Background: an optimization exercise with open tools, aiming at small area, a short achievable clock period and few clock cycles per item. Do not read the settings as production practice. RTL that was checked went through simulation tests only; none was proved equivalent to the original. No activity file was given, so power comes from the tool's default toggle rates.

== main ==
==> module el2_exu_div_ctl, before the edit <==
module el2_exu_div_ctl
  (
   input logic           clk,                        
   input logic           rst_l,                      
   input logic           dp_valid,                   
   input logic           dp_unsign,                  
   input logic           dp_rem,                     
   input logic  [31:0]   dividend,                   
   input logic  [31:0]   divisor,                    
   input logic           cancel,                     
   output logic          finish_dly,                 
   output logic [31:0]   out                         
  );
   logic        sv_ff;                  
   logic        it_ff;                  
   logic        fin_ff;                 
   logic [3:0]  cnt_ff;                 
   logic        busy, last;
   logic [31:0] r_ff;                   
   logic [31:0] q_ff;                   
   logic [32:0] b_ff;                   
   logic        rem_ff, neg_ff;         
   assign busy = sv_ff | it_ff;
   assign last = it_ff & (cnt_ff == 4'd0);
   wire  sa = ~dp_unsign & dividend[31];
   wire  sb = ~dp_unsign & divisor[31];
   wire  bz = (divisor == 32'b0);
   wire [31:0] abs_a, abs_b;
   div_cneg_in u_nega (.s(sa), .x(dividend), .y(abs_a));
   div_cneg_in u_negb (.s(sb), .x(divisor),  .y(abs_b));
   wire        q1, d1_co, q2, d2_co;
   wire [31:0] r1, d2;
   div_step34 u_s1 (.en(it_ff), .x({2'b0, r_ff}), .b({1'b0, b_ff}), .q(q1), .co(d1_co), .y(r1));
   div_step33 u_s2 (.en(it_ff), .x({1'b0, r1}), .b({1'b0, b_ff[32:1]}), .q(q2), .co(d2_co), .y(d2));
   wire [31:0] r2_n = busy ? r1 : abs_a;
   wire [31:0] r_next = q2 ? d2 : r2_n;
   wire early = ~d1_co;
   wire [5:0] clza, clzb;
   div_clz32 u_clza (.x(r_ff), .n(clza));
   div_clz32 u_clzb (.x(b_ff[31:0]), .n(clzb));
   wire [5:0]  sdiff = clzb - clza;                     
   wire        bzero = clzb[5];
   wire [3:0]  m     = (bzero | ~sv_ff) ? 4'hf : sdiff[4:1];
   wire [32:0] b_r1  = {b_ff[31:0], b_ff[32]};
   wire [32:0] b_r2  = m[0] ? {b_r1[30:0], b_r1[32:31]} : b_r1;
   wire [32:0] b_r4  = m[1] ? {b_r2[28:0], b_r2[32:29]} : b_r2;
   wire [32:0] b_r8  = m[2] ? {b_r4[24:0], b_r4[32:25]} : b_r4;
   wire [32:0] b_rot = m[3] ? {b_r8[16:0], b_r8[32:17]} : b_r8;
   always_ff @(posedge clk or negedge rst_l) begin
      if (!rst_l) begin
         sv_ff  <= 1'b0;
         it_ff  <= 1'b0;
         fin_ff <= 1'b0;
      end
      else begin
         sv_ff  <= dp_valid & ~cancel;
         it_ff  <= ~cancel & ((sv_ff & ~early) | (it_ff & (cnt_ff != 4'd0)));
         fin_ff <= ~cancel & last;
      end
   end
   always_ff @(posedge clk) begin
      cnt_ff <= sv_ff ? m : cnt_ff - 4'd1;
      r_ff   <= r_next;
      q_ff   <= it_ff ? ((last & rem_ff) ? r_next : {q_ff[29:0], q1, q2}) :
                sv_ff ? 32'b0 : (abs_a & {32{dp_rem}});
      b_ff   <= busy ? b_rot : {1'b0, abs_b};
      if (!busy) begin
         rem_ff <= dp_rem;
         neg_ff <= dp_rem ? sa : (sa ^ sb) & ~bz;
      end
   end
   wire [31:0] ans;
   div_cneg_out u_nego (.s(neg_ff), .x(q_ff), .y(ans));
   assign out        = ans;
   assign finish_dly = ~cancel & (fin_ff | (sv_ff & early));
endmodule  
clock: 12.0 ns
lec_check: 0
abc_area: 1
cap_margin: 40
core_margin: 2
core_utilization: 40
setup_slack_margin: 5
slew_margin: 40
synth_hierarchical: 1
synth_minimum_keep_size: 0
standard.sh (not shown) runs the stock make flow with config.mk's settings and CLKGATE_MAP_FILE= SYNTH_SCRIPT=/design/flow/synth_recipe.tcl, a recipe that flattens the netlist after the stock synthesis.
==> flow/flow/run.sh <==
#!/bin/bash
set -euo pipefail
MARGIN=${MARGIN:-6.8}
PORTBUF=${PORTBUF:-sky130_fd_sc_hd__buf_1}
sed -E -e "s/SETUP_SLACK_MARGIN=[^ ]+/SETUP_SLACK_MARGIN=${MARGIN}/" \
       -e "s/CLKGATE_MAP_FILE= /CLKGATE_MAP_FILE= 'BUFFER_PORTS_ARGS=-buffer_cell ${PORTBUF}' /" \
       standard.sh > standard_mod.sh
grep -q "BUFFER_PORTS_ARGS" standard_mod.sh
bash standard_mod.sh > flow.log 2>&1
Testbench counts of main, summed over its fixed seeds: cycles 18,134, items 3,200.
Input changes introduced in the feature branch (baseline for comparison: main):
--- a/flow/design.v
+++ b/flow/design.v
@@ -39,15 +39,12 @@
    div_clz32 u_clza (.x(r_ff), .n(clza));
    div_clz32 u_clzb (.x(b_ff[31:0]), .n(clzb));
    wire [5:0]  sdiff = clzb - clza;                     
    wire        bzero = clzb[5];
    wire [3:0]  m     = (bzero | ~sv_ff) ? 4'hf : sdiff[4:1];
-   wire [32:0] b_r1  = {b_ff[31:0], b_ff[32]};
-   wire [32:0] b_r2  = m[0] ? {b_r1[30:0], b_r1[32:31]} : b_r1;
-   wire [32:0] b_r4  = m[1] ? {b_r2[28:0], b_r2[32:29]} : b_r2;
-   wire [32:0] b_r8  = m[2] ? {b_r4[24:0], b_r4[32:25]} : b_r4;
-   wire [32:0] b_rot = m[3] ? {b_r8[16:0], b_r8[32:17]} : b_r8;
+   wire [32:0] b_rot;
+   div_rot33 u_rot (.b(b_ff), .m(m), .y(b_rot));
    always_ff @(posedge clk or negedge rst_l) begin
       if (!rst_l) begin
          sv_ff  <= 1'b0;
          it_ff  <= 1'b0;
          fin_ff <= 1'b0;
@@ -566,5 +563,12 @@
    wire c_z4_0_2 = c_v3_1 ? c_z3_1_1 : c_z3_0_1;
    wire c_z4_0_3 = c_v3_1 ? c_z3_1_2 : c_z3_0_2;
    wire [5:0] c = {~c_v4_0, c_v4_0 & ~c_v3_1, c_v4_0 & c_z4_0_0, c_v4_0 & c_z4_0_1, c_v4_0 & c_z4_0_2, c_v4_0 & c_z4_0_3};
    assign n = c;
 endmodule
+module div_rot33 (input logic [32:0] b, input logic [3:0] m, output logic [32:0] y);
+   wire [32:0] b_r1  = {b[31:0], b[32]};
+   wire [32:0] b_r2  = m[0] ? {b_r1[30:0], b_r1[32:31]} : b_r1;
+   wire [32:0] b_r4  = m[1] ? {b_r2[28:0], b_r2[32:29]} : b_r2;
+   wire [32:0] b_r8  = m[2] ? {b_r4[24:0], b_r4[32:25]} : b_r4;
+   assign y          = m[3] ? {b_r8[16:0], b_r8[32:17]} : b_r8;
+endmodule
## What came out
Across the feature branch and main, none had a timing, DRC or antenna violation.
Taking main over the feature branch, the first-iteration DRC count ratio works out to 1.5.
Initial cell density of the core (lower): the feature branch
Cmp the feature branch vs main: number of placed instances with taps included higher in the feature branch
For main, the critical path's slowest cell was buf_2, unlike the feature branch, where it was buf_1.
Clock skew was higher in the run labelled the feature branch.
Re design area: the feature branch is about 0.7% up on main.
Worst hold slack is lower on the feature branch
Testbench counts of the feature branch, summed over its fixed seeds: cycles 18,134, items 3,200.

el2_exu_div_ctl, a different RTL version from the one above (not shown whole).
Size: roughly 100 I/O pins, about 12000 sq um of cells after synthesis.
==> module el2_exu_div_ctl, before the edit <==
module el2_exu_div_ctl
  (
   input logic           clk,                        
   input logic           rst_l,                      
   input logic           dp_valid,                   
   input logic           dp_unsign,                  
   input logic           dp_rem,                     
   input logic  [31:0]   dividend,                   
   input logic  [31:0]   divisor,                    
   input logic           cancel,                     
   output logic          finish_dly,                 
   output logic [31:0]   out                         
  );
   logic        sv_ff;                  
   logic        it_ff;                  
   logic        fin_ff;                 
   logic [3:0]  cnt_ff;                 
   logic [31:0] r_ff;                   
   logic [31:0] q_ff;                   
   logic [32:0] b_ff;                   
   logic        rem_ff, neg_ff;         
   wire  busy = sv_ff | it_ff;
   wire  last = it_ff & (cnt_ff == 4'd0);
   wire  sa = ~dp_unsign & dividend[31];
   wire  sb = ~dp_unsign & divisor[31];
   wire  bz = (divisor == 32'b0);
   wire [31:0] abs_a, abs_b;
   div_cneg_in u_nega (.s(sa), .x(dividend), .y(abs_a));
   div_cneg_in u_negb (.s(sb), .x(divisor),  .y(abs_b));
   wire        q1, d1_co, q2, d2_co;
   wire [31:0] r1, d2;
   div_step34 u_s1 (.en(it_ff), .x({2'b0, r_ff}), .b({1'b0, b_ff}), .q(q1), .co(d1_co), .y(r1));
   div_step33 u_s2 (.en(it_ff), .x({1'b0, r1}), .b({1'b0, b_ff[32:1]}), .q(q2), .co(d2_co), .y(d2));
   wire        early = ~d1_co;
   wire [5:0]  clza, clzb;
   div_clz32 u_clza (.x(r_ff), .n(clza));
   div_clz32 u_clzb (.x(b_ff[31:0]), .n(clzb));
   wire [5:0]  sdiff = clzb - clza;                     
   wire        bzero = clzb[5];
   wire [3:0]  m     = (bzero | ~sv_ff) ? 4'hf : sdiff[4:1];
   wire        keep1 = 1'b1;
   wire        go    = it_ff;
   wire        lastq = last;
   wire        qb1   = q1;
   wire        qb2   = q2;
   wire [32:0] b_rot;
   div_rot33 u_rot (.b(b_ff), .m(m), .y(b_rot));
   wire [31:0] r_next, q_next;
   wire [32:0] b_next;
   assign r_next = q2 ? d2 : (busy ? r1 : abs_a);
   assign q_next = {32{it_ff}} & {q_ff[29:0], q1, q2};
   assign b_next = busy ? b_rot : {1'b0, abs_b};
   always_ff @(posedge clk or negedge rst_l) begin
      if (!rst_l) begin
         sv_ff  <= 1'b0;
         it_ff  <= 1'b0;
         fin_ff <= 1'b0;
      end
      else begin
         sv_ff  <= dp_valid & ~cancel;
         it_ff  <= ~cancel & ((sv_ff & ~early) | (it_ff & (cnt_ff != 4'd0)));
         fin_ff <= ~cancel & last;
      end
   end
   always_ff @(posedge clk) begin
      cnt_ff <= sv_ff ? m : cnt_ff - 4'd1;
      r_ff   <= r_next;
      q_ff   <= q_next;
      b_ff   <= b_next;
      if (!busy) begin
         rem_ff <= dp_rem;
         neg_ff <= dp_rem ? sa : (sa ^ sb) & ~bz;
      end
   end
   wire [31:0] ans;
   div_cneg_out u_nego (.s(neg_ff), .x(rem_ff ? r_ff : q_ff), .y(ans));
   assign out        = ans;
   assign finish_dly = ~cancel & (fin_ff | (sv_ff & early));
endmodule  
export LEC_CHECK = 0
export CAP_MARGIN = 40
export CORE_MARGIN = 2
export CORE_UTILIZATION = 40
export SETUP_SLACK_MARGIN = 5
export SLEW_MARGIN = 40
export SYNTH_HIERARCHICAL = 1
export SYNTH_MINIMUM_KEEP_SIZE = 0
create_clock -name core_clock -period 12.0 [get_ports {clk}]
==> flow/flow/run.sh <==
#!/bin/bash
# The standard layout (standard.sh), with these changes in how the layout is made:
#  - every input and output port still gets its own buffer, but a plain buf_1
#    (OpenROAD's buffer_ports -buffer_cell) instead of the default delay buffer;
#    the resizer upsizes it where timing needs;
#  - any further ORFS variables listed in flow/extra_vars (one NAME=value per line).
# make's output goes to flow.log; ORFS keeps each step's own log under orfs/logs.
set -euo pipefail
MARGIN=${MARGIN:-6.8}
PORTBUF=${PORTBUF:-sky130_fd_sc_hd__buf_1}
EXTRA="'BUFFER_PORTS_ARGS=-buffer_cell ${PORTBUF}'"
if [[ -f flow/extra_vars ]]; then
  while read -r line; do
    [[ -z "$line" || "$line" == \#* ]] && continue
    EXTRA="$EXTRA '$line'"
  done < flow/extra_vars
fi
sed -E -e "s/SETUP_SLACK_MARGIN=[^ ]+/SETUP_SLACK_MARGIN=${MARGIN}/" \
       -e "s|CLKGATE_MAP_FILE= |CLKGATE_MAP_FILE= ${EXTRA} |" \
       standard.sh > standard_mod.sh
grep -q "BUFFER_PORTS_ARGS" standard_mod.sh
bash standard_mod.sh > flow.log 2>&1
Next try:
--- a/flow/design.v
+++ b/flow/design.v
@@ -12,47 +12,40 @@
    output logic [31:0]   out                         
   );
    logic        sv_ff;                  
    logic        it_ff;                  
    logic        fin_ff;                 
    logic [3:0]  cnt_ff;                 
+   logic        busy, last;
    logic [31:0] r_ff;                   
    logic [31:0] q_ff;                   
    logic [32:0] b_ff;                   
    logic        rem_ff, neg_ff;         
-   wire  busy = sv_ff | it_ff;
-   wire  last = it_ff & (cnt_ff == 4'd0);
+   assign busy = sv_ff | it_ff;
+   assign last = it_ff & (cnt_ff == 4'd0);
    wire  sa = ~dp_unsign & dividend[31];
    wire  sb = ~dp_unsign & divisor[31];
    wire  bz = (divisor == 32'b0);
    wire [31:0] abs_a, abs_b;
    div_cneg_in u_nega (.s(sa), .x(dividend), .y(abs_a));
    div_cneg_in u_negb (.s(sb), .x(divisor),  .y(abs_b));
    wire        q1, d1_co, q2, d2_co;
    wire [31:0] r1, d2;
    div_step34 u_s1 (.en(it_ff), .x({2'b0, r_ff}), .b({1'b0, b_ff}), .q(q1), .co(d1_co), .y(r1));
    div_step33 u_s2 (.en(it_ff), .x({1'b0, r1}), .b({1'b0, b_ff[32:1]}), .q(q2), .co(d2_co), .y(d2));
-   wire        early = ~d1_co;
-   wire [5:0]  clza, clzb;
+   wire [31:0] r2_n = busy ? r1 : abs_a;
+   wire [31:0] r_next = q2 ? d2 : r2_n;
+   wire early = ~d1_co;
+   wire [5:0] clza, clzb;
    div_clz32 u_clza (.x(r_ff), .n(clza));
    div_clz32 u_clzb (.x(b_ff[31:0]), .n(clzb));
    wire [5:0]  sdiff = clzb - clza;                     
    wire        bzero = clzb[5];
    wire [3:0]  m     = (bzero | ~sv_ff) ? 4'hf : sdiff[4:1];
-   wire        keep1 = 1'b1;
-   wire        go    = it_ff;
-   wire        lastq = last;
-   wire        qb1   = q1;
-   wire        qb2   = q2;
    wire [32:0] b_rot;
    div_rot33 u_rot (.b(b_ff), .m(m), .y(b_rot));
-   wire [31:0] r_next, q_next;
-   wire [32:0] b_next;
-   assign r_next = q2 ? d2 : (busy ? r1 : abs_a);
-   assign q_next = {32{it_ff}} & {q_ff[29:0], q1, q2};
-   assign b_next = busy ? b_rot : {1'b0, abs_b};
    always_ff @(posedge clk or negedge rst_l) begin
       if (!rst_l) begin
          sv_ff  <= 1'b0;
          it_ff  <= 1'b0;
          fin_ff <= 1'b0;
       end
@@ -62,21 +55,22 @@
          fin_ff <= ~cancel & last;
       end
    end
    always_ff @(posedge clk) begin
       cnt_ff <= sv_ff ? m : cnt_ff - 4'd1;
       r_ff   <= r_next;
-      q_ff   <= q_next;
-      b_ff   <= b_next;
+      q_ff   <= it_ff ? ((last & rem_ff) ? r_next : {q_ff[29:0], q1, q2}) :
+                sv_ff ? 32'b0 : (abs_a & {32{dp_rem}});
+      b_ff   <= busy ? b_rot : {1'b0, abs_b};
       if (!busy) begin
          rem_ff <= dp_rem;
          neg_ff <= dp_rem ? sa : (sa ^ sb) & ~bz;
       end
    end
    wire [31:0] ans;
-   div_cneg_out u_nego (.s(neg_ff), .x(rem_ff ? r_ff : q_ff), .y(ans));
+   div_cneg_out u_nego (.s(neg_ff), .x(q_ff), .y(ans));
    assign out        = ans;
    assign finish_dly = ~cancel & (fin_ff | (sv_ff & early));
 endmodule  
 module div_cneg_in (input logic s, input logic [31:0] x, output logic [31:0] y);
    wire yy_po_l0_1 = x[1] | x[0];
    wire yy_po_l0_3 = x[3] | x[2];
Result:
- utilization fell by 1.0 points
- cell count increases slightly
- non-clock buffer count climbs by 5
- die area grows slightly
- fmax grows by a few percent
- sequential share of layout area climbs by 0.27 points
- routed wire length grows slightly
- worst hold slack improved by 35 ps
- worst setup slack improved by 170 ps
- clock-buffer cell count climbs by 1
- total power climbs slightly
- global-route usage barely changes
- design area is about the same
Testbench counts after the change, summed over its fixed seeds: cycles 18,134, items 3,200.
Only the layout flow was run in the first run of this note; the RTL was not checked for function there.

== rev 12 ==
Another version of the RTL of el2_exu_div_ctl (not shown whole).
Size in the first run: ~1300 cells after synthesis, about 0.012 mm^2 of cells after synthesis.
Design el2_exu_div_ctl, start of the top module:
module el2_exu_div_ctl
  (
   input logic           clk,                        
   input logic           rst_l,                      
   input logic           dp_valid,                   
   input logic           dp_unsign,                  
   input logic           dp_rem,                     
   input logic  [31:0]   dividend,                   
   input logic  [31:0]   divisor,                    
   input logic           cancel,                     
   output logic          finish_dly,                 
   output logic [31:0]   out                         
  );
==> module div_cneg_in, before the edit <==
module div_cneg_in (input logic s, input logic [31:0] x, output logic [31:0] y);
   wire [3:0] o;         
   wire [3:0] po;        
   div_cneg_in_pfx u_p (.o(o), .po(po));
   div_cneg_in_slice u_0 (.s(s), .pin(1'b0), .x(x[7:0]), .y(y[7:0]), .o(o[0]));
   div_cneg_in_slice u_1 (.s(s), .pin(po[0]), .x(x[15:8]), .y(y[15:8]), .o(o[1]));
   div_cneg_in_slice u_2 (.s(s), .pin(po[1]), .x(x[23:16]), .y(y[23:16]), .o(o[2]));
   div_cneg_in_slice u_3 (.s(s), .pin(po[2]), .x(x[31:24]), .y(y[31:24]), .o(o[3]));
endmodule
==> module div_cneg_in_pfx, before the edit <==
module div_cneg_in_pfx (input logic [3:0] o, output logic [3:0] po);
   wire pp_l0_1 = o[1] | o[0];
   wire pp_l0_3 = o[3] | o[2];
   wire pp_l1_3 = pp_l0_3 | pp_l0_1;
   wire pp_l2_2 = o[2] | pp_l0_1;
   wire [3:0] pp;
   assign pp[0] = o[0];
   assign pp[1] = pp_l0_1;
   assign pp[2] = pp_l2_2;
   assign pp[3] = pp_l1_3;
   assign po = pp;
endmodule
==> module div_cneg_in_slice, before the edit <==
module div_cneg_in_slice (input logic s, input logic pin, input logic [7:0] x, output logic [7:0] y, output logic o);
   wire [7:0] pre;
   assign pre[0] = pin;
   assign pre[1] = pre[0] | x[0];
   assign pre[2] = pre[1] | x[1];
   assign pre[3] = pre[2] | x[2];
   assign pre[4] = pre[3] | x[3];
   assign pre[5] = pre[4] | x[4];
   assign pre[6] = pre[5] | x[5];
   assign pre[7] = pre[6] | x[6];
   assign y = x ^ ({8{s}} & pre);
   assign o = |x;
endmodule
==> flow/config.mk <==
export PLATFORM = sky130hd
export DESIGN_NAME = el2_exu_div_ctl
export DESIGN_NICKNAME = el2_exu_div_ctl
export VERILOG_FILES = /design/flow/design.v
export SDC_FILE = /design/flow/constraint.sdc
export NUM_CORES = 8
export LEC_CHECK = 0
export CAP_MARGIN = 40
export CORE_MARGIN = 2
export CORE_UTILIZATION = 40
export SETUP_SLACK_MARGIN = 5
export SLEW_MARGIN = 40
export SYNTH_HIERARCHICAL = 1
export SYNTH_MINIMUM_KEEP_SIZE = 0
==> flow/constraint.sdc <==
create_clock -name core_clock -period 12.0 [get_ports {clk}]
set_input_delay 2.4000 -clock core_clock [delete_from_list [all_inputs] [get_ports {clk}]]
set_output_delay 2.4000 -clock core_clock [all_outputs]
set_load 0.01 [all_outputs]
==> flow/flow/extra_vars <==
SKIP_INCREMENTAL_REPAIR=1
Scripts as last shown in full above: flow/flow/run.sh
Here is what was changed in the inputs of rev 13 compared with rev 12.
-- flow/design.v --
<<< rev 12, line 73
endmodule  
module div_cneg_in (input logic s, input logic [31:0] x, output logic [31:0] y);
   wire [3:0] o;         
   wire [3:0] po;        
   div_cneg_in_pfx u_p (.o(o), .po(po));
   div_cneg_in_slice u_0 (.s(s), .pin(1'b0), .x(x[7:0]), .y(y[7:0]), .o(o[0]));
   div_cneg_in_slice u_1 (.s(s), .pin(po[0]), .x(x[15:8]), .y(y[15:8]), .o(o[1]));
   div_cneg_in_slice u_2 (.s(s), .pin(po[1]), .x(x[23:16]), .y(y[23:16]), .o(o[2]));
   div_cneg_in_slice u_3 (.s(s), .pin(po[2]), .x(x[31:24]), .y(y[31:24]), .o(o[3]));
endmodule
module div_cneg_in_pfx (input logic [3:0] o, output logic [3:0] po);
   wire pp_l0_1 = o[1] | o[0];
   wire pp_l0_3 = o[3] | o[2];
   wire pp_l1_3 = pp_l0_3 | pp_l0_1;
   wire pp_l2_2 = o[2] | pp_l0_1;
   wire [3:0] pp;
   assign pp[0] = o[0];
   assign pp[1] = pp_l0_1;
   assign pp[2] = pp_l2_2;
   assign pp[3] = pp_l1_3;
   assign po = pp;
endmodule
module div_cneg_in_slice (input logic s, input logic pin, input logic [7:0] x, output logic [7:0] y, output logic o);
   wire [7:0] pre;
   assign pre[0] = pin;
   assign pre[1] = pre[0] | x[0];
   assign pre[2] = pre[1] | x[1];
   assign pre[3] = pre[2] | x[2];
   assign pre[4] = pre[3] | x[3];
   assign pre[5] = pre[4] | x[4];
   assign pre[6] = pre[5] | x[5];
   assign pre[7] = pre[6] | x[6];
   assign y = x ^ ({8{s}} & pre);
   assign o = |x;
endmodule
>>> rev 13, line 73
endmodule  
module div_cneg_in (input logic s, input logic [31:0] x, output logic [31:0] y);
   wire [7:0] o;         
   wire [7:0] po;        
   div_cneg_in_pfx u_p (.o(o), .po(po));
   div_cneg_in_slice u_0 (.s(s), .pin(1'b0), .x(x[3:0]), .y(y[3:0]), .o(o[0]));
   div_cneg_in_slice u_1 (.s(s), .pin(po[0]), .x(x[7:4]), .y(y[7:4]), .o(o[1]));
   div_cneg_in_slice u_2 (.s(s), .pin(po[1]), .x(x[11:8]), .y(y[11:8]), .o(o[2]));
   div_cneg_in_slice u_3 (.s(s), .pin(po[2]), .x(x[15:12]), .y(y[15:12]), .o(o[3]));
   div_cneg_in_slice u_4 (.s(s), .pin(po[3]), .x(x[19:16]), .y(y[19:16]), .o(o[4]));
   div_cneg_in_slice u_5 (.s(s), .pin(po[4]), .x(x[23:20]), .y(y[23:20]), .o(o[5]));
   div_cneg_in_slice u_6 (.s(s), .pin(po[5]), .x(x[27:24]), .y(y[27:24]), .o(o[6]));
   div_cneg_in_slice u_7 (.s(s), .pin(po[6]), .x(x[31:28]), .y(y[31:28]), .o(o[7]));
endmodule
module div_cneg_in_pfx (input logic [7:0] o, output logic [7:0] po);
   wire pp_l0_1 = o[1] | o[0];
   wire pp_l0_3 = o[3] | o[2];
   wire pp_l0_5 = o[5] | o[4];
   wire pp_l0_7 = o[7] | o[6];
   wire pp_l1_3 = pp_l0_3 | pp_l0_1;
   wire pp_l1_7 = pp_l0_7 | pp_l0_5;
   wire pp_l2_7 = pp_l1_7 | pp_l1_3;
   wire pp_l3_5 = pp_l0_5 | pp_l1_3;
   wire pp_l4_2 = o[2] | pp_l0_1;
   wire pp_l4_4 = o[4] | pp_l1_3;
   wire pp_l4_6 = o[6] | pp_l3_5;
   wire [7:0] pp;
   assign pp[0] = o[0];
   assign pp[1] = pp_l0_1;
   assign pp[2] = pp_l4_2;
   assign pp[3] = pp_l1_3;
   assign pp[4] = pp_l4_4;
   assign pp[5] = pp_l3_5;
   assign pp[6] = pp_l4_6;
   assign pp[7] = pp_l2_7;
   assign po = pp;
endmodule
module div_cneg_in_slice (input logic s, input logic pin, input logic [3:0] x, output logic [3:0] y, output logic o);
   wire [3:0] pre;
   assign pre[0] = pin;
   assign pre[1] = pre[0] | x[0];
   assign pre[2] = pre[1] | x[1];
   assign pre[3] = pre[2] | x[2];
   assign y = x ^ ({4{s}} & pre);
   assign o = |x;
endmodule
Results
- The flow did not stop early for rev 13: all stages ran, and the layout cleared the timing, DRC and antenna checks.
- From rev 12 to rev 13 the numbers moved as follows: area share of buffers outside the clock network up 0.49 points; total track usage flat; clock insertion delay at the later pin of the skew report flat; static leakage power up 0.86%; final worst clock skew up 0.0049 ns.
No run of this note included a check of the RTL's function; only the layout flow was run.

==> port drivers added, routing unchanged <==
In the flow no input, the clock included, has a driving cell. The finished layouts below were timed again as built, in two steps.
Step 1 sets driving cells, clkbuf_16 on the clock port and buf_2 on the other inputs (assumed; they add their load-dependent delay and slew).
Step 2 adds t to the input delays and takes it off the output delays; t is the mean of the earliest and latest rising clock arrival at the registers after step 1. Input paths then give back, and output paths get back, about the clock's delay inside the block.
Slacks: no drivers / after step 1 / after step 2; pairs: no drivers / after step 1.
| run | t, ns | setup WS [ns] | slew at the worst register clock pin (ns) | cell pins on the clock port's net |
|---|---|---|---|---|
| main | 0.413 | 6.859 / 6.837 / 6.837 | 0.08 / 0.08 | 1 |
| the feature branch | 0.426 | 6.838 / 6.817 / 6.817 | 0.09 / 0.09 | 1 |
| the first run of note 2 | 0.417 | 6.588 / 6.536 / 6.823 | 0.08 / 0.08 | 1 |
| the second run of note 2 | 0.418 | 6.761 / 6.712 / 6.777 | 0.08 / 0.08 | 1 |
| rev 12 | 0.408 | 6.695 / 6.695 / 6.426 | 0.08 / 0.08 | 1 |
| rev 13 | 0.410 | 6.738 / 6.696 / 6.660 | 0.08 / 0.08 | 1 |
After both steps every run listed still meets setup and hold. The setup slack of rev 12, which loses most, moves by 0.000 ns with the drivers and by -0.269 ns with both steps.
